Background: an optimization exercise with open tools, aiming at small area, a short achievable clock period and few clock cycles per item. Do not read the settings as production practice.
RTL that was checked went through simulation tests only; none was proved equivalent to the original.

Design expression_solver, start of the top module:
module expression_solver
(
    input clk,
    input rst,
    input start,
    input [7:0] X,
    input [15:0] A,
    input [15:0] B,
    input [15:0] C,
    output [15:0] result,
    output zero,
    output overflow,
    output completed
);
    reg busy;          
    reg done;          
    reg [15:0] T;
    always @(posedge clk or posedge rst)
    begin
        if (rst) begin
            busy <= 1'b0;
            done <= 1'b0;
        end else begin
            if (start) busy <= 1'b1;
            done <= busy;
        end
    end
    wire [15:0] m = busy ? T : A;
    wire [7:0] x = X;
    wire [15:0] kn = ~(busy ? C : B);
    wire pp_0_0 = ~(x[0] & m[0]);
    wire pp_0_1 = ~(x[0] & m[1]);
    wire pp_0_2 = ~(x[0] & m[2]);
    wire pp_0_3 = ~(x[0] & m[3]);
    wire pp_0_4 = ~(x[0] & m[4]);
    wire pp_0_5 = ~(x[0] & m[5]);
    wire pp_0_6 = ~(x[0] & m[6]);
    wire pp_0_7 = ~(x[0] & m[7]);
    wire pp_0_8 = ~(x[0] & m[8]);
    wire pp_0_9 = ~(x[0] & m[9]);
    wire pp_0_10 = ~(x[0] & m[10]);
    wire pp_0_11 = ~(x[0] & m[11]);
    wire pp_0_12 = ~(x[0] & m[12]);
    wire pp_0_13 = ~(x[0] & m[13]);
    wire pp_0_14 = ~(x[0] & m[14]);
    wire pp_0_15 = ~(x[0] & m[15]);
    wire pp_1_0 = ~(x[1] & m[0]);
    wire pp_1_1 = ~(x[1] & m[1]);
    wire pp_1_2 = ~(x[1] & m[2]);
    wire pp_1_3 = ~(x[1] & m[3]);
    wire pp_1_4 = ~(x[1] & m[4]);
    wire pp_1_5 = ~(x[1] & m[5]);
    wire pp_1_6 = ~(x[1] & m[6]);
  ...
For scale: about 430 cells after synthesis, roughly 3800 µm² of cells after synthesis.
Settings: LEC_CHECK=0, CAP_MARGIN=20, CORE_MARGIN=2, CORE_UTILIZATION=40, SETUP_SLACK_MARGIN=2.5, SLEW_MARGIN=20, SYNTH_HIERARCHICAL=1, SYNTH_MINIMUM_KEEP_SIZE=0; clock period 11.0 ns.
standard.sh (not shown) runs the stock make flow with config.mk's settings and CLKGATE_MAP_FILE= SYNTH_SCRIPT=/design/flow/synth_recipe.tcl, a recipe that flattens the netlist after the stock synthesis.
==> flow/flow/run.sh <==
#!/bin/bash
# The standard layout, with the port buffers made from the smallest buffer
# (buf_1) instead of the delay buffer buffer_ports picks by default; the
# resizer still upsizes them where timing, slew or load ask for it.
set -euo pipefail
export BUFFER_PORTS_ARGS="-buffer_cell sky130_fd_sc_hd__buf_1"
bash standard.sh > standard_finish.log 2>&1
Then changed:
--- a/flow/design.v
+++ b/flow/design.v
@@ -285,23 +285,24 @@
     wire s151, c152;
     fa fa_s151 (s86, c121, s122, s151, c152);
     wire s153, c154;
     fa fa_s153 (s90, c123, s124, s153, c154);
     wire s155, c156;
     fa fa_s155 (s94, c125, s126, s155, c156);
     wire s157, c158;
     fa fa_s157 (s98, c127, s128, s157, c158);
     wire s159, c160;
     fa fa_s159 (s102, c129, s130, s159, c160);
     wire s161 = s105 ^ c131 ^ s132;
-    wire [15:0] r0 = {~c160, ~c158, ~c156, ~c154, ~c152, ~c150, ~c148, ~c146, ~c144, ~c142, ~c140, ~c138, ~c136, ~c134, ~s133, ~pp_0_0};
-    wire [15:0] r1 = {~s161, ~s159, ~s157, ~s155, ~s153, ~s151, ~s149, ~s147, ~s145, ~s143, ~s141, ~h139, ~h137, ~h135, 1'b0, ~kn[0]};
-    wire [15:0] y = r0 + r1;
+    wire [15:0] n0 = {c160, c158, c156, c154, c152, c150, c148, c146, c144, c142, c140, c138, c136, c134, s133, pp_0_0};
+    wire [15:0] n1 = {s161, s159, s157, s155, s153, s151, s149, s147, s145, s143, s141, h139, h137, h135, 1'b1, kn[0]};
+    wire [15:0] yn = n0 + n1 + 16'd1;
+    wire [15:0] y = ~yn;
     assign result = done ? T : y;
     assign zero = ~|result;
     always @(posedge clk)
     begin
         T <= result;
     end
     assign completed = busy;
     assign overflow = 1'b0;
 endmodule
The new run completed without violations.
Core utilization increases by 0.51 points.
Global-route usage increases by 0.10 points.
Worst hold slack gets better by 5.7 ps.
Cell count decreases by a few percent.
Synthesized area stays flat.
Non-clock buffer count does not change.
Final area increases slightly.
Testbench counts after the change, summed over its fixed seeds: cycles 2,400, items 1,200.
Only the layout flow was run in the first run of this note; the RTL was not checked for function there.

-- re-timing with driven ports --
In the flow no input, the clock included, has a driving cell. The finished layouts below were timed again as built, in two steps.
Step 1 (the two cells are an assumption about what drives the block):
set clk [get_ports {clk}]
set_driving_cell -lib_cell sky130_fd_sc_hd__clkbuf_16 $clk
set_driving_cell -lib_cell sky130_fd_sc_hd__buf_2 [delete_from_list [all_inputs] $clk]
Step 2 times the ports against the registers' clock, not the clock port: input delays grow and output delays shrink by t, the midpoint of the rising clock arrivals with the driver on.
Slacks: ideal ports / drivers / drivers and shift; pairs: ideal ports / drivers.
run	shift t [ns]	setup slack, ns	worst setup path at the end	worst slew at a driven data input, ns	pins driven straight from the clock port
the first run	0.278	2.082 / 2.058 / 2.058	input to output	0.03	1
the second run	0.279	2.200 / 2.177 / 2.177	input to output	0.04	1
After both steps every run listed still meets setup and hold. The setup slack of the first run, which loses most, moves by -0.024 ns with the drivers and by -0.024 ns with both steps.
